This design comes from an exercise in tuning for small area on the open sky130 flow, not from production work.
In this exercise RTL edits were held to simulation tests only and were not proved equivalent to the original.
No activity file was given, so power comes from the tool's default toggle rates.

==> flow/design.v (outline; a module is shown in full before it is edited, if it fits) <==
// module fa: 4 lines
// module ha: 4 lines
// module gxor: 3 lines
// module gxnor: 3 lines
// module gor: 3 lines
// module gnand: 3 lines
// module ga21o: 3 lines
// module gand: 3 lines
// module ga22o: 3 lines
// module go22a: 3 lines
// module go22ai: 3 lines
// module go21ai: 3 lines
// module pe_tree: 1932 lines
// module add3x: 217 lines
// module mul_unit: 550 lines
// module add_rc: 20 lines
// module sub_rc: 23 lines
// module inc_rc: 14 lines
// module dec_rc: 15 lines
// module npu_core: 321 lines
module npu_core (
    input  wire                  start,
    input  wire [31:0]    kernel_baseaddr,
    input  wire [31:0]    feature_baseaddr,
    input  wire [31:0]    output_baseaddr,
    input  wire [31:0]    feature_width,
    input  wire [31:0]    feature_height,
    input  wire [31:0]    feature_chin,
    input  wire [31:0]    feature_chout,
    input  wire [31:0]    output_width,
    input  wire [31:0]    output_height,
    input  wire [7:0]            kernel_size,
    input  wire [7:0]            stride,
    input  wire                  has_bias,
    input  wire                  has_relu,
    input  wire                  conv_mode,
    output wire                  busy,
    output wire [14:0] fram_raddr,
    input  wire [31:0]      fram_rdata,
    output wire [14:0] fram_waddr,
    output wire [31:0]      fram_wdata,
    output wire                    fram_we,
    output wire [9:0]     kram_raddr,
    output wire                            kram_slot,
    input  wire [8*32-1:0]  kram_rdata,
    output wire                  compute_done,
    output wire                  exception,
    input  wire                  clk,
    input  wire                  rst_n
);
  // ...
==> flow/flow/run.sh <==
#!/bin/bash
# The standard layout (standard.sh: the standard flow's own ORFS run, standard synthesis
# included), with two changes made through ORFS's own variables:
# * the port buffers are the smallest buffer cell (every port still gets one);
# * the floorplan step drops synthesis buffers instead of upsizing cells on
#   unplaced timing.
# Each tool's output is in orfs/logs/; make's own output goes to standard.log.
export BUFFER_PORTS_ARGS="-buffer_cell sky130_fd_sc_hd__buf_1"
export REMOVE_ABC_BUFFERS=1
bash standard.sh > standard.log 2>&1
==> flow/standard.sh <==
#!/bin/bash
# synth_recipe.tcl (not shown) runs the flow's synth.tcl, then flattens the netlist and writes it again
# the make line also repeats each setting of config.mk as NAME=value (left out here)
make -C /OpenROAD-flow-scripts/flow DESIGN_CONFIG=/design/flow/config.mk WORK_HOME=/design/flow/orfs CLKGATE_MAP_FILE= SYNTH_SCRIPT=/design/flow/synth_recipe.tcl "${@:-finish}"
==> flow/config.mk <==
export PLATFORM = sky130hd
export DESIGN_NAME = npu_core
export DESIGN_NICKNAME = npu_core
export VERILOG_FILES = /design/flow/design.v
export SDC_FILE = /design/flow/constraint.sdc
export NUM_CORES = 8
export LEC_CHECK = 0
export CAP_MARGIN = 0
export CORE_MARGIN = 2
export CORE_UTILIZATION = 40
export CTS_CLUSTER_DIAMETER = 80
export CTS_CLUSTER_SIZE = 35
export PLACE_DENSITY = 0.6
export SLEW_MARGIN = 0
export SYNTH_HIERARCHICAL = 1
==> flow/constraint.sdc <==
create_clock -name core_clock -period 13.0 [get_ports {clk}]
set_input_delay 2.6000 -clock core_clock [delete_from_list [all_inputs] [get_ports {clk}]]
set_output_delay 2.6000 -clock core_clock [all_outputs]
set_load 0.01 [all_outputs]
==> results_dict.tcl, run 1 <==
set metrics [dict create \
    outcome "finished clean" \
    timing.hold.worst_endpoint "wbuf[5][1]" \
    inv_count 132 \
    multi_input_area_share_pct 74.2 \
    grtUsageTotal_pct 35.3 \
    postSynthCellCount 9909 \
    p_seq_mw 5.04 \
    nMultiInputCombCells 8665 \
    global_route.usage.met3_pct 14.3 \
    route.met3.wl_mm 70.9 \
    postLayoutCellArea_mm2 0.117 \
    crit_type "in -> reg" \
    crit_buf_inv 4 \
    netSwitchingFraction_pct 49.9 \
    vias_per_cell 6.93 \
    die-area_mm2 0.271 \
    worstMarginPinSlew_ns 1.32 \
    initial_core_util_pct 40.3 \
    core-area_mm2 0.265 \
    ir_drop_uv 434 \
    fmax_mhz 93.3 \
    cts_root_buffer "clkbuf_16" \
    layout_commonest_cell "fa_1" \
    nClkBuffers 73 \
    seqPwrFrac_pct 12.0 \
    seq_cells 753 \
    grtUsageMet2_pct 51.1 \
    n_all_buffers 846 \
]
==> module npu_core, before the edit <==
module npu_core (
    input  wire                  start,
    input  wire [31:0]    kernel_baseaddr,
    input  wire [31:0]    feature_baseaddr,
    input  wire [31:0]    output_baseaddr,
    input  wire [31:0]    feature_width,
    input  wire [31:0]    feature_height,
    input  wire [31:0]    feature_chin,
    input  wire [31:0]    feature_chout,
    input  wire [31:0]    output_width,
    input  wire [31:0]    output_height,
    input  wire [7:0]            kernel_size,
    input  wire [7:0]            stride,
    input  wire                  has_bias,
    input  wire                  has_relu,
    input  wire                  conv_mode,
    output wire                  busy,
    output wire [14:0] fram_raddr,
    input  wire [31:0]      fram_rdata,
    output wire [14:0] fram_waddr,
    output wire [31:0]      fram_wdata,
    output wire                    fram_we,
    output wire [9:0]     kram_raddr,
    output wire                            kram_slot,
    input  wire [8*32-1:0]  kram_rdata,
    output wire                  compute_done,
    output wire                  exception,
    input  wire                  clk,
    input  wire                  rst_n
);
localparam IG_IDLE = 2'd0, IG_INIT = 2'd1, IG_EXEC = 2'd2, IG_DONE = 2'd3;
localparam D_IDLE = 3'd0, D_DECODE = 3'd1, D_MAC = 3'd2, D_BIAS = 3'd3,
           D_RELU = 3'd4, D_OUTPUT = 3'd5, D_FLUSH = 3'd6;
reg [1:0] ig_st;
reg [2:0] d_st;
wire start_acc = start & (ig_st == IG_IDLE);
wire ig_init   = (ig_st == IG_INIT);
wire d_idle    = (d_st == D_IDLE);
wire accept    = d_idle & (ig_st == IG_EXEC);
wire d_mac     = (d_st == D_MAC);
wire d_flush   = (d_st == D_FLUSH);
assign busy = (ig_st != IG_IDLE);
wire [3:0] kh_in = conv_mode ? kernel_size[3:0] : 4'd1;
wire [9:0] fwk_in, ey0_in;
wire       fwk_nb, ey0_nb;
sub_rc #(.W(10), .N(4)) u_fwk (.a(feature_width[9:0]),  .b(kernel_size[3:0]), .s(fwk_in), .nb(fwk_nb));
sub_rc #(.W(10), .N(4)) u_ey0 (.a(feature_height[9:0]), .b(kh_in),            .s(ey0_in), .nb(ey0_nb));
reg [3:0]  c_s, c_kw, c_kh;
reg [9:0]  c_fwk, c_kbase;
reg [10:0] c_chin;
reg        c_bias, c_relu, c_slot;
reg [3:0]  c_cl;                  
reg [14:0] c_choff;               
reg [14:0] c_dcm1;                
reg [14:0] c_sfw;                 
reg        m2, m3;                
wire [14:0] mu_y;
wire        mu_c1 = ig_init;
mul_unit u_mul (
    .a (mu_c1 ? c_choff[10:0] : c_sfw[10:0]),
    .b (mu_c1 ? c_dcm1[10:0] : m2 ? {1'b0, ey} : {7'd0, c_s}),
    .r (m2 ? {5'd0, c_fwk} : 15'd0),
    .y (mu_y)
);
always @(posedge clk) begin
    if (start_acc) begin
        c_s     <= stride[3:0];
        c_kw    <= kernel_size[3:0];
        c_kh    <= kh_in;
        c_fwk   <= fwk_in;
        c_chin  <= feature_chin[10:0];
        c_kbase <= kernel_baseaddr[11:2];
        c_slot  <= kernel_baseaddr[17];
        c_bias  <= has_bias;
        c_relu  <= has_relu;
        c_cl    <= (feature_chout[10:3] != 8'd0) ? 4'd11 : {1'b0, feature_chout[2:0]} + 4'd3;
    end
    if (start_acc)  c_choff <= {4'd0, output_width[10:0]};
    else if (mu_c1) c_choff <= mu_y;
    if (start_acc)  c_dcm1  <= {4'd0, output_height[10:0]};
    else if (m2)    c_dcm1  <= mu_y;
    if (start_acc)  c_sfw   <= {4'd0, feature_width[10:0]};
    else if (m3)    c_sfw   <= mu_y;
end
reg [9:0]  ex, ey;
reg [14:0] f_win, f_row;
wire [9:0]  exs, eys;
wire        wrapx, wrapy;
sub_rc #(.W(10), .N(4)) u_exs (.a(ex), .b(c_s), .s(exs), .nb(wrapx));
sub_rc #(.W(10), .N(4)) u_eys (.a(ey), .b(c_s), .s(eys), .nb(wrapy));
wire conv_done = wrapx & wrapy;
wire [14:0] fwin_s, frow_s;
add_rc #(.W(15), .N(4))  u_fwin (.a(f_win), .b(c_s),   .ci(1'b0), .s(fwin_s));
add_rc #(.W(15), .N(15)) u_frow (.a(f_row), .b(c_sfw), .ci(1'b0), .s(frow_s));
always @(posedge clk) begin
    if (start_acc) begin
        ex    <= fwk_in;
        ey    <= ey0_in;
        f_win <= feature_baseaddr[16:2];
        f_row <= feature_baseaddr[16:2];
    end
    else if (d_flush) begin
        if (wrapx) begin
            ex    <= c_fwk;
            ey    <= eys;
            f_win <= frow_s;
            f_row <= frow_s;
        end
        else begin
            ex    <= exs;
            f_win <= fwin_s;
        end
    end
end
always @(posedge clk or negedge rst_n) begin
    if (!rst_n) begin
        ig_st <= IG_IDLE;
        m2    <= 1'b0;
        m3    <= 1'b0;
    end
    else begin
        m2 <= ig_init;
        m3 <= m2;
        case (ig_st)
            IG_IDLE: if (start) ig_st <= IG_INIT;
            IG_INIT: ig_st <= IG_EXEC;
            IG_EXEC: if (d_idle & conv_done) ig_st <= IG_DONE;
            default: if (d_idle) ig_st <= IG_IDLE;
        endcase
    end
end
reg [3:0]  colr, rowr;
reg [10:0] chr;
reg [14:0] f;
reg [9:0]  kaddr;
reg        slot_d, tlast_d;
wire col_end  = (colr == 4'd1);
wire row_end  = (rowr == 4'd1);
wire last_mac = col_end & row_end & (chr == 11'd1);
reg [3:0] cnt;
wire wb_busy = (cnt != 4'd0);
always @(posedge clk or negedge rst_n) begin
    if (!rst_n) begin
        d_st <= D_IDLE;
    end
    else begin
        case (d_st)
            D_IDLE:   if (ig_st == IG_EXEC) d_st <= D_DECODE;
            D_DECODE: d_st <= D_MAC;
            D_MAC:    if (last_mac) d_st <= c_bias ? D_BIAS : c_relu ? D_RELU : D_OUTPUT;
            D_BIAS:   d_st <= c_relu ? D_RELU : D_OUTPUT;
            D_RELU:   d_st <= D_OUTPUT;
            D_OUTPUT: if (!wb_busy) d_st <= D_FLUSH;
            default:  d_st <= D_IDLE;
        endcase
    end
end
wire [10:0] chr_m1;
dec_rc #(.W(11)) u_chr (.a(chr), .s(chr_m1));
always @(posedge clk) begin
    if (accept) begin
        colr <= c_kw;
        rowr <= c_kh;
        chr  <= c_chin;
    end
    else if (d_mac) begin
        if (col_end) begin
            colr <= c_kw;
            if (row_end) begin
                rowr <= c_kh;
                chr  <= chr_m1;
            end
            else begin
                rowr <= rowr - 4'd1;
            end
        end
        else begin
            colr <= colr - 4'd1;
        end
    end
end
wire [14:0] f_step = !col_end ? 15'd0 : !row_end ? {5'd0, c_fwk} : c_dcm1;
wire [14:0] f_s;
wire [9:0]  kaddr_s;
add_rc #(.W(15), .N(15)) u_f (.a(f), .b(f_step), .ci(1'b1), .s(f_s));
inc_rc #(.W(10)) u_kaddr (.a(kaddr), .s(kaddr_s));
always @(posedge clk or negedge rst_n) begin
    if (!rst_n) begin
        f       <= '0;
        kaddr   <= '0;
        slot_d  <= 1'b0;
        tlast_d <= 1'b0;
    end
    else begin
        if (accept | d_flush) begin
            f     <= f_win;
            kaddr <= c_kbase;
        end
        else if (d_mac) begin
            f     <= f_s;
            kaddr <= kaddr_s;
        end
        if (accept) begin
            slot_d  <= c_slot;
            tlast_d <= conv_done;
        end
    end
end
assign fram_raddr = f;
assign kram_raddr = kaddr;
assign kram_slot  = slot_d;
reg mac_d, mac_dd, bias_d;
always @(posedge clk or negedge rst_n) begin
    if (!rst_n) begin
        mac_d  <= 1'b0;
        mac_dd <= 1'b0;
        bias_d <= 1'b0;
    end
    else begin
        mac_d  <= d_mac;
        mac_dd <= mac_d;
        bias_d <= (d_st == D_BIAS);
    end
end
wire first = mac_d & ~mac_dd;
wire [31:0] x1 = mac_d ? fram_rdata : {31'd0, bias_d};
wire [31:0] x3;
add3x u_x3 (.x(x1), .y(x3));
wire [31:0] x1n = ~x1;
wire [31:0] x3n = ~x3;
reg [31:0] acc [0:8-1];    
reg [1:0]  pc  [0:8-1];    
genvar gi;
generate
    for (gi = 0; gi < 8; gi = gi + 1) begin : pe_array
        wire [31:0] y;
        wire [1:0]  pco;
        pe_tree u_tree (
            .x1n (x1n),
            .x3n (x3n),
            .w   (kram_rdata[gi*32 +: 32]),
            .acc (acc[gi] & {32{~first}}),
            .pc  (pc[gi] & {2{~first}}),
            .y   (y),
            .pco (pco)
        );
        always @(posedge clk) begin
            acc[gi] <= y;
            pc[gi]  <= pco;
        end
    end
endgenerate
reg [14:0] wbc, wa, choff_w;
reg [3:0]  cl_w;
reg        relu_w, tlast_w, done_r;
reg [31:0] dout;
reg [31:0] wbuf [0:5];
wire we = cnt[3] | cnt[2];
wire cnt_end = (cnt == cl_w);
wire [14:0] wbc_s, wa_s;
inc_rc #(.W(15)) u_wbc (.a(wbc), .s(wbc_s));
add_rc #(.W(15), .N(15)) u_wa (.a(wa), .b(choff_w), .ci(1'b0), .s(wa_s));
always @(posedge clk or negedge rst_n) begin
    if (!rst_n) begin
        cnt     <= 4'd0;
        done_r  <= 1'b0;
        cl_w    <= 4'd0;
        tlast_w <= 1'b0;
    end
    else begin
        if (d_flush)
            cnt <= 4'd1;
        else if (wb_busy)
            cnt <= cnt_end ? 4'd0 : cnt + 4'd1;
        done_r <= cnt_end & tlast_w & wb_busy;
        if (d_flush) begin
            cl_w    <= c_cl;
            tlast_w <= tlast_d;
        end
    end
end
always @(posedge clk) begin
    if (start_acc)
        wbc <= output_baseaddr[16:2];
    else if (d_flush)
        wbc <= wbc_s;
    if (d_flush) begin
        wa      <= wbc;
        choff_w <= c_choff;
        relu_w  <= c_relu;
    end
    else if (we) begin
        wa <= wa_s;
    end
    if (cnt == 4'd3)
        dout <= acc[0];
    else if (cnt == 4'd4)
        dout <= acc[1];
    else
        dout <= wbuf[0];
end
wire wb_ld  = (cnt == 4'd4);
wire wb_ldn = ~wb_ld;
genvar bj, bk;
generate
    for (bj = 0; bj < 5; bj = bj + 1) begin : wbs
        for (bk = 0; bk < 32; bk = bk + 1) begin : b
            wire d;
            ga22o u_mux (.a1(wb_ld), .a2(acc[bj + 2][bk]), .b1(wb_ldn), .b2(wbuf[bj + 1][bk]), .y(d));
            always @(posedge clk) wbuf[bj][bk] <= d;
        end
    end
endgenerate
always @(posedge clk) wbuf[5] <= acc[7];
wire relu_zero = relu_w & dout[31];
assign fram_wdata   = dout & {32{~relu_zero}};
assign fram_waddr   = wa;
assign fram_we      = we;
assign compute_done = done_r;
assign exception    = we & (f[14:13] == wa[14:13]);
endmodule
==> run 2: changes to the inputs <==
--- a/flow/design.v
+++ b/flow/design.v
@@ -2809,4 +2809,26 @@
     endgenerate
 endmodule
+module add3p1_rc #(parameter W = 15, parameter N = 10) (
+    input  [W-1:0] a,
+    input  [N-1:0] b,
+    input  [W-1:0] c,
+    output [W-1:0] s
+);
+    wire [W-1:0] u;
+    wire [W:0]   v;
+    genvar i;
+    generate
+        for (i = 0; i < W; i = i + 1) begin : csa
+            if (i < N) begin : f
+                fa u_fa (.a(a[i]), .b(b[i]), .c(c[i]), .s(u[i]), .co(v[i+1]));
+            end
+            else begin : h
+                ha u_ha (.a(a[i]), .b(c[i]), .s(u[i]), .co(v[i+1]));
+            end
+        end
+    endgenerate
+    assign v[0] = 1'b1;
+    add_rc #(.W(W), .N(W)) u_add (.a(u), .b(v[W-1:0]), .ci(1'b0), .s(s));
+endmodule
 `timescale 1ns/1ps
 module npu_core (
@@ -2871,5 +2893,5 @@
     .a (mu_c1 ? c_choff[10:0] : c_sfw[10:0]),
     .b (mu_c1 ? c_dcm1[10:0] : m2 ? {1'b0, ey} : {7'd0, c_s}),
-    .r (m2 ? {5'd0, c_fwk} : 15'd0),
+    .r (m2 ? {5'd0, c_fwk} : m3 ? ~{5'd0, c_fwk} : 15'd0),
     .y (mu_y)
 );
@@ -2895,5 +2917,5 @@
 end
 reg [9:0]  ex, ey;
-reg [14:0] f_win, f_row;
+reg [14:0] f_win;
 wire [9:0]  exs, eys;
 wire        wrapx, wrapy;
@@ -2902,6 +2924,6 @@
 wire conv_done = wrapx & wrapy;
 wire [14:0] fwin_s, frow_s;
-add_rc #(.W(15), .N(4))  u_fwin (.a(f_win), .b(c_s),   .ci(1'b0), .s(fwin_s));
-add_rc #(.W(15), .N(15)) u_frow (.a(f_row), .b(c_sfw), .ci(1'b0), .s(frow_s));
+add_rc #(.W(15), .N(4)) u_fwin (.a(f_win), .b(c_s), .ci(1'b0), .s(fwin_s));
+add3p1_rc #(.W(15), .N(10)) u_frow (.a(f_win), .b(ex), .c(c_sfw), .s(frow_s));
 always @(posedge clk) begin
     if (start_acc) begin
@@ -2909,5 +2931,4 @@
         ey    <= ey0_in;
         f_win <= feature_baseaddr[16:2];
-        f_row <= feature_baseaddr[16:2];
     end
     else if (d_flush) begin
@@ -2916,5 +2937,4 @@
             ey    <= eys;
             f_win <= frow_s;
-            f_row <= frow_s;
         end
         else begin
@@ -3104,11 +3124,17 @@
         wa <= wa_s;
     end
-    if (cnt == 4'd3)
-        dout <= acc[0];
-    else if (cnt == 4'd4)
-        dout <= acc[1];
-    else
-        dout <= wbuf[0];
 end
+wire dsel0 = (cnt == 4'd3);
+wire dsel1 = (cnt == 4'd4);
+wire dselb = ~(dsel0 | dsel1);
+genvar dk;
+generate
+    for (dk = 0; dk < 32; dk = dk + 1) begin : dmux
+        wire t, d;
+        ga22o u_a (.a1(dsel0), .a2(acc[0][dk]), .b1(dsel1), .b2(acc[1][dk]), .y(t));
+        ga21o u_b (.a1(dselb), .a2(wbuf[0][dk]), .b1(t), .y(d));
+        always @(posedge clk) dout[dk] <= d;
+    end
+endgenerate
 wire wb_ld  = (cnt == 4'd4);
 wire wb_ldn = ~wb_ld;
--- a/flow/config.mk
+++ b/flow/config.mk
@@ -6,10 +6,10 @@
 export NUM_CORES = 8
 export LEC_CHECK = 0
-export CAP_MARGIN = 0
+export CAP_MARGIN = 20
 export CORE_MARGIN = 2
-export CORE_UTILIZATION = 40
+export CORE_UTILIZATION = 50
 export CTS_CLUSTER_DIAMETER = 80
 export CTS_CLUSTER_SIZE = 35
-export PLACE_DENSITY = 0.6
-export SLEW_MARGIN = 0
+export PLACE_DENSITY = 0.65
+export SLEW_MARGIN = 20
 export SYNTH_HIERARCHICAL = 1
==> run 2 against run 1 <==
Still clean on timing, DRC and antenna. Flip-flop and latch count decreased by 15. Setup slack got worse by 0.22 ns. Synthesized area decreased by 0.37%. Fmax decreased by 2.0%. Via count increased by 1.8%. Critical path type unchanged.
==> results_dict.tcl, run 2 <==
set metrics [dict create \
    outcome "finished clean" \
    cpLargestDelayFamily "adder cells" \
    remaining_drc_errors 0 \
    met1Wirelength_mm 169 \
    cp_data_arrival_time_ns 11.63 \
    regMostFlops "acc" \
    fin_setup_tns_ns 0 \
    ir_drop_uv 663 \
    top_layer "met5" \
    die_h_um 465 \
    slowest_delay_ns 0.85 \
    wl_mm 481 \
    dr.first_iter.drc_count 16300 \
    antenna_found_initial 59 \
    layout_min_cycle_time_ns 10.94 \
    placement.io_buffers 484 \
    core-area_mm2 0.212 \
    routedWlPerCell_um 36.0 \
    grt_pass1_wl_mm 696 \
    min_path_cells 0 \
    crit_buf_inv 4 \
    critPathRequiredTime_ns 13.68 \
    largest_register_ffs 256 \
    layout.nets 13300 \
    cts_buffers 61 \
    finalMaxSlewViolations 0 \
    holdBufCountCts 0 \
    die_x_um 465 \
    met2WireLength_mm 202 \
    total_power_mw 41.7 \
    gp_congestion 0.971 \
    cts_tree "built" \
    cts_root_buffer "clkbuf_16" \
    route.met3.wl_mm 70.4 \
    cts-htree-levels 2 \
    instances_no_fill 13300 \
    insertion_delay_ns 0.80 \
    layout_common_cells "fa_1, o21ai_1, o22a_1" \
    rows 169 \
    power_density_mw_per_mm2 360 \
    cts.sinks 738 \
    postRouteAntennaNets 0 \
    hold_path.class "reg -> reg" \
    grtUsageTotal_pct 43.4 \
    grt_start_max_net_pins 161 \
    vias_per_cell 7.45 \
    clk_path_buf_depth 3 \
    slew_headroom_pct 17.6 \
    yosys_warnings 13 \
    cp_slowest_cell "clkinv_2" \
    hold_viol_final 0 \
    drive_above_1_share_pct 5.51 \
    startpoint "fram_rdata[4]" \
    synth_area_mm2 0.106 \
    dr.pass1.iters 14 \
    reg2reg_to "acc[6][23]" \
    grt_overflow 0 \
    crit_path_frequent_cell "fa_1" \
    critPathLaunchType "input pin" \
    dp_cells 13200 \
    drv_cap 0 \
    setup_viol 0 \
    fmax_mhz 91.4 \
    cts_resized 0 \
    p_leak_nw 42.7 \
    dpl.hpwl_mm 309 \
    setup_slack_ns 2.06 \
    worstMarginPinSlew_ns 1.24 \
    end_kind "flop" \
    clkTransAtPathRegs_ns 0.10 \
    worstRegToRegCells 25 \
    initial_core_util_pct 50.2 \
    grt_pass1_vias 103000 \
    die-area_mm2 0.217 \
    rr_startpoint "mac_d" \
    crit_fanout 38 \
    finClkSkew_ns 0.0537 \
    timing.hold.worst_endpoint "wbuf[5][27]" \
    area_delta_synth_final_pct 8.71 \
    layout_commonest_cell "fa_1" \
    ios 675 \
    rsz0062_at_grt "no" \
    reg_top3 "acc x256, wbuf x192, dout x32" \
    pre_cts_slack_ns 1.77 \
    crit_type "in -> reg" \
    finalCritPeriodShare_pct 84.2 \
    avgSynthCellArea_um2 10.8 \
    r2r_slack_ns 3.02 \
    postSynthCellCount 9858 \
    cts_setup_buffers 0 \
    hold_start "acc[7][27]" \
    vias 99500 \
]
-- run 2: worst max-delay path by stage --
stage	endpoint	slack, ns	cells after the start
2_1_floorplan	acc[0][23]	-7.56	24
5_1_grt	acc[7][23]	1.99	26
3_3_place_gp	acc[7][23]	1.54	26
3_5_place_dp	acc[5][23]	1.77	26
4_1_cts	acc[5][23]	2.57	26
6_report	acc[6][23]	2.06	26
-- run 2: through the flow --
| step | cell area, um2 | util (%) | hold slack (ns) |
|---|---|---|---|
| after floorplan | 104000 | - | 0.323 |
| after global placement | 113000 | 53.2 | 0.331 |
| after detailed placement | 113000 | 53.2 | 0.334 |
| after CTS | 116000 | 54.5 | 0.355 |
| after global routing | 116000 | 54.6 | 0.359 |
| final | 116000 | 54.6 | 0.354 |
-- run 2: cell type report --
type	instances	area [um2]
clock inverters	54	1220
clock buffers	62	1550
flip-flops and latches	738	16800
diodes	58	145
fillers	18700	96100
repair buffers	850	4920
inverters	139	589
well taps	2821	3530
multi-input cells	8625	86900
-- run 2: layer usage --
| layer | global-route usage [%] | up-vias |
|---|---|---|
| met4 | 30.3 | 10 |
| li1 | - | 38100 |
| met1 | 54.6 | 49300 |
| met5 | 0.417 | - |
| met3 | 16.0 | 2502 |
| met2 | 61.6 | 9610 |
-- run 2: where the power goes --
part	total (mW)	internal [mW]	switching, mW
combinational	34.3	15.5	18.8
sequential	4.92	4.30	0.618
clock	2.43	1.06	1.38
==> run 3: changes to the inputs <==
--- a/flow/config.mk
+++ b/flow/config.mk
@@ -8,8 +8,8 @@
 export CAP_MARGIN = 20
 export CORE_MARGIN = 2
-export CORE_UTILIZATION = 50
+export CORE_UTILIZATION = 40
 export CTS_CLUSTER_DIAMETER = 80
 export CTS_CLUSTER_SIZE = 35
-export PLACE_DENSITY = 0.65
+export PLACE_DENSITY = 0.6
 export SLEW_MARGIN = 20
 export SYNTH_HIERARCHICAL = 1
==> run 3 against run 2 <==
Die area up 25%. Global-route usage down 7.7 points. Utilization is 11 points lower. Final cell count rose by 5.5%. Critical path depth up 1. First-iteration DRC count shrank 12%. Via count shrank 1.2%. Non-clock buffer count is 3 higher. Clock-buffer cell count increased by 12. Critical path type unchanged. Critical endpoint is now acc[2][31]. Largest cell class unchanged. Highest routed layer unchanged.
==> results_dict.tcl, run 3 <==
set metrics [dict create \
    outcome "finished clean" \
    rows 189 \
    cts_buffers 70 \
    crit_fanout 35 \
    rsz0062_at_grt "no" \
    setup_slack_ns 2.51 \
    end_kind "flop" \
    remaining_drc_errors 0 \
    grtUsageTotal_pct 35.7 \
    cts-htree-levels 3 \
    antenna_found_initial 94 \
    layout_commonest_cell "fa_1" \
    insertion_delay_ns 0.79 \
    slew_headroom_pct 14.7 \
    finClkSkew_ns 0.107 \
    cts_setup_buffers 0 \
    die_x_um 520 \
    grt_pass1_vias 101000 \
    postLayoutCellArea_mm2 0.117 \
    clkTransAtPathRegs_ns 0.11 \
    finalMaxSlewViolations 0 \
    min_path_cells 0 \
    cts_root_buffer "clkbuf_16" \
    cts_resized 0 \
    hold_viol_final 0 \
    vias_per_cell 6.98 \
    initial_core_util_pct 40.2 \
    grt_pass1_wl_mm 714 \
    die-area_mm2 0.270 \
    placement.io_buffers 484 \
    critPathRequiredTime_ns 13.63 \
    p_leak_nw 42.8 \
    clk_path_buf_depth 3 \
    ir_drop_uv 620 \
    synth_area_mm2 0.106 \
    regMostFlops "acc" \
    finalCritPeriodShare_pct 80.7 \
    avgSynthCellArea_um2 10.8 \
    yosys_warnings 13 \
    hold_path.class "reg -> reg" \
    holdBufCountCts 0 \
    power_density_mw_per_mm2 359 \
    fmax_mhz 95.3 \
    dr.pass1.iters 7 \
    worstMarginPinSlew_ns 1.28 \
    ios 675 \
    drive_above_1_share_pct 5.63 \
    drv_cap 0 \
    postPlaceCellArea_mm2 0.114 \
    vias 98300 \
    hold_start "acc[7][2]" \
    gp_congestion 0.965 \
    cts.sinks 738 \
    rr_startpoint "mac_d" \
    dpl.hpwl_mm 325 \
    dr.first_iter.drc_count 14300 \
    crit_type "in -> reg" \
    grt_overflow 0 \
    layout_common_cells "fa_1, o21ai_1, o22a_1" \
    startpoint "fram_rdata[1]" \
    largest_register_ffs 256 \
    layout_min_cycle_time_ns 10.49 \
    die_h_um 520 \
    core-area_mm2 0.265 \
    routedWlPerCell_um 35.1 \
    worstRegToRegCells 26 \
    pre_cts_slack_ns 1.94 \
    setup_viol 0 \
    critPathLaunchType "input pin" \
    layout.nets 13300 \
    reg_top3 "acc x256, wbuf x192, dout x32" \
    cp_data_arrival_time_ns 11.12 \
    grt_start_max_net_pins 161 \
    area_delta_synth_final_pct 9.59 \
    hold_ws_ns 0.322 \
    cts_tree "built" \
    postRouteAntennaNets 0 \
    wl_mm 495 \
    postSynthCellCount 9858 \
]
==> run 3: cell types whose count changed in the layout (fill, tap and decap cells not counted), moves of 3 or more <==
cell	before	now
clkinv_16	24	11
inv_6	8	13
clkinv_2	4	7
inv_12	10	6
inv_16	10	7
inv_8	3	10
clkbuf_16	62	71
buf_12	27	31
diode_2	58	70
clkinvlp_2	0	3
==> run 3: final cells by class <==
| type | count | area, um2 |
|---|---|---|
| fill | 25200 | 148000 |
| multi-input combinational | 8625 | 86900 |
| sequential | 738 | 16800 |
| timing repair buffer | 853 | 4980 |
| tap | 3533 | 4420 |
| clock buffer | 74 | 1800 |
| clock inverter | 55 | 928 |
| inverter | 139 | 592 |
| antenna | 70 | 175 |
==> run 3: worst max-delay path: stages <==
cell and delay (ns):
buf_1 0.10, nand2_4 0.48, inv_1 0.18, ha_1 0.35, a21o_1 0.23, a21o_1 0.21
a21o_1 0.24, a21o_1 0.22, a21o_1 0.20, a21o_1 0.17, xor2_1 0.26, clkinv_2 0.51
buf_4 0.42, o21ai_1 0.22, fa_1 0.49, fa_1 0.61, fa_1 0.49, fa_1 0.44
fa_1 0.39, ha_1 0.20, fa_1 0.37, ha_1 0.21, fa_1 0.40, ha_1 0.22
fa_1 0.37, ha_1 0.20, xor2_1 0.30
==> run 3: path summary, 6_finish.rpt <==
kind                              end  slack, ns
setup reg to reg           acc[2][31]       3.25
max in group asynchronous       mac_d      10.41
hold reg to reg            wbuf[5][2]       0.32
min in group asynchronous        f[0]       1.97
setup / recovery           acc[2][31]       2.51
hold / removal             wbuf[5][2]       0.32
==> run 3: per-stage QoR <==
step | util [%] | setup TNS, ns | cells | power, mW
floorplan | - | -1587.59 | 9502 | 27.2
global placement | 42.9 | 0 | 13900 | 37.7
detailed placement | 42.9 | 0 | 13900 | 38.2
CTS | 44.0 | 0 | 14000 | 41.3
global route | 44.0 | 0 | 14100 | 45.8
finish | 44.1 | 0 | 14100 | 41.9
==> run 3: report_power, final <==
part	switching, mW	internal [mW]	total [mW]	leakage [nW]
Combinational	19.0	15.5	34.5	35.0
Clock	1.30	1.17	2.47	1.29
Sequential	0.677	4.30	4.98	6.46
==> run 3: per-layer routing <==
layer | global-route usage (%) | vias to the layer above | wire (um)
met1 | 44.7 | 49300 | 181000
met4 | 22.6 | 34 | 36100
met3 | 12.5 | 2138 | 64400
met5 | 0.176 | - | 303
met2 | 52.4 | 8590 | 213000
li1 | - | 38200 | -
==> run 4: changes to the inputs <==
--- a/flow/config.mk
+++ b/flow/config.mk
@@ -11,5 +11,5 @@
 export CTS_CLUSTER_DIAMETER = 80
 export CTS_CLUSTER_SIZE = 35
-export PLACE_DENSITY = 0.6
+export PLACE_DENSITY = 0.7
 export SLEW_MARGIN = 20
 export SYNTH_HIERARCHICAL = 1
==> run 4 against run 3 <==
Flip-flop and latch count unchanged. Utilization decreased by 0.21 points. Total power shrank 1.3%. Critical path depth is the same. Clock skew down 0.029 ns. Still clean. Cell area fell by 0.48%. Die area unchanged. Final cell count fell by 0.39%. Critical path type unchanged. Highest routed layer unchanged. Wire length decreased by 2.6%.
==> results_dict.tcl, run 4 <==
set metrics [dict create \
    met2WireLength_mm 200 \
    layout_commonest_cell "fa_1" \
    die_h_um 520 \
    die_x_um 520 \
    clk_path_buf_depth 3 \
    remaining_drc_errors 0 \
    top_layer "met5" \
    instances_no_fill 14000 \
    dpl.hpwl_mm 316 \
    dp_cells 13900 \
    ios 675 \
    finalMaxSlewViolations 0 \
    fin_setup_tns_ns 0 \
    grt_start_max_net_pins 166 \
    die-area_mm2 0.270 \
    layout_common_cells "fa_1, o21ai_1, o22a_1" \
    postRouteAntennaNets 0 \
    yosys_warnings 13 \
    p_leak_nw 42.5 \
    met1Wirelength_mm 165 \
    critPathLaunchType "input pin" \
    rsz0062_at_grt "no" \
    regMostFlops "acc" \
    cts_setup_buffers 0 \
    cp_data_arrival_time_ns 11.63 \
    placement.io_buffers 484 \
    layout.nets 13300 \
    crit_path_frequent_cell "fa_1" \
    pre_cts_slack_ns 1.59 \
    crit_type "in -> reg" \
    ir_drop_uv 575 \
    outcome "finished clean" \
    cts-htree-levels 3 \
    crit_fanout 44 \
    wl_mm 482 \
    grtUsageTotal_pct 34.6 \
    dr.pass1.iters 11 \
    drv_cap 0 \
    postSynthCellCount 9858 \
    power_density_mw_per_mm2 357 \
    core-area_mm2 0.265 \
    grt_overflow 0 \
    routedWlPerCell_um 34.3 \
    vias_per_cell 7.13 \
    drive_above_1_share_pct 5.38 \
    largest_register_ffs 256 \
    fmax_mhz 91.1 \
    setup_slack_ns 2.02 \
    crit_buf_inv 4 \
    worstMarginPinSlew_ns 1.27 \
    slew_headroom_pct 15.5 \
    hold_path.class "reg -> reg" \
    cts_buffers 70 \
    cpLargestDelayFamily "adder cells" \
    route.met3.wl_mm 76.1 \
    clkTransAtPathRegs_ns 0.10 \
    slowest_delay_ns 0.85 \
    cts.sinks 738 \
    rows 189 \
    vias 100000 \
    initial_core_util_pct 40.2 \
    cp_slowest_cell "clkinv_1" \
    finClkSkew_ns 0.0777 \
    holdBufCountCts 0 \
    avgSynthCellArea_um2 10.8 \
    antenna_found_initial 94 \
    cts_resized 0 \
    gp_congestion 0.969 \
    finalCritPeriodShare_pct 84.5 \
    setup_viol 0 \
    synth_area_mm2 0.106 \
    critPathRequiredTime_ns 13.65 \
    cts_root_buffer "clkbuf_16" \
    grt_pass1_vias 104000 \
    dr.first_iter.drc_count 17200 \
    cts_tree "built" \
    end_kind "flop" \
    reg_top3 "acc x256, wbuf x192, dout x32" \
    grt_pass1_wl_mm 700 \
    area_delta_synth_final_pct 9.06 \
    insertion_delay_ns 0.78 \
    hold_viol_final 0 \
    layout_min_cycle_time_ns 10.98 \
]
==> run 4: area by class of cell <==
class / instances / area, um2
inverter: 139 / 584
antenna: 44 / 110
tap: 3533 / 4420
sequential: 738 / 16800
clock inverter: 53 / 744
timing repair buffer: 823 / 4600
clock buffer: 77 / 1860
fill: 24700 / 149000
multi-input combinational: 8625 / 86900
==> run 4: metal layers <==
| metal | up-vias | global-route usage (%) |
|---|---|---|
| met1 | 49000 | 42.0 |
| met2 | 10200 | 49.5 |
| met3 | 2772 | 15.3 |
| met5 | - | 0.825 |
| met4 | 54 | 23.1 |
| li1 | 38100 | - |
==> run 4: final timing paths <==
| kind | cells after the start | start | slack (ns) | endpoint |
|---|---|---|---|---|
| max in group asynchronous | 2 | rst_n | 10.50 | mac_d |
| min in group asynchronous | 2 | rst_n | 1.96 | kaddr[3] |
| worst max register to register | 26 | mac_d | 2.73 | acc[5][31] |
| worst min-delay path | 0 | acc[7][10] | 0.34 | wbuf[5][10] |
| worst max-delay path | 27 | fram_rdata[7] | 2.02 | acc[5][31] |
| worst min register to register | 0 | acc[7][10] | 0.34 | wbuf[5][10] |
==> run 4: metrics by stage <==
step	util (%)	hold slack, ns	instance area, um2	power, mW
after floorplan	-	0.323	104000	27.2
after global placement	42.8	0.334	113000	36.5
after detailed placement	42.8	0.331	113000	37.4
after CTS	43.8	0.344	116000	40.4
after global routing	43.8	0.354	116000	45.1
final	43.8	0.342	116000	41.4
==> run 4: power breakdown <==
group	switching, mW	total, mW	internal, mW
combinational	18.7	34.1	15.4
clock	1.26	2.42	1.16
sequential	0.628	4.93	4.30

afterwards: timing with drivers on the ports:
Ports are ideal in the flow. The routed layouts listed here were re-timed in OpenROAD. Step 1: set_driving_cell puts a clkbuf_16 on clk and a buf_2 on each other input, an assumption about the parent block. Step 2 also shifts input and output timing later by t, the mid clock arrival at the registers, as if the neighbouring blocks saw the same clock. Three values: ideal, step 1, step 2; two values: the first two.
run | t (ns) | setup WS [ns] | worst setup path at the end | worst data-port slew with drivers (ns)
run 1 | 0.836 | 2.277 / 2.330 / 1.494 | input to register | 0.20
run 2 | 0.869 | 2.057 / 2.124 / 1.255 | input to register | 0.21
run 3 | 0.832 | 2.508 / 2.516 / 1.684 | input to register | 0.23
run 4 | 0.839 | 2.020 / 2.051 / 1.212 | input to register | 0.23
After both steps setup and hold are still met in every run listed. For run 3, which loses most, drivers alone change the setup slack by +0.008 ns; drivers and shift together by -0.824 ns.
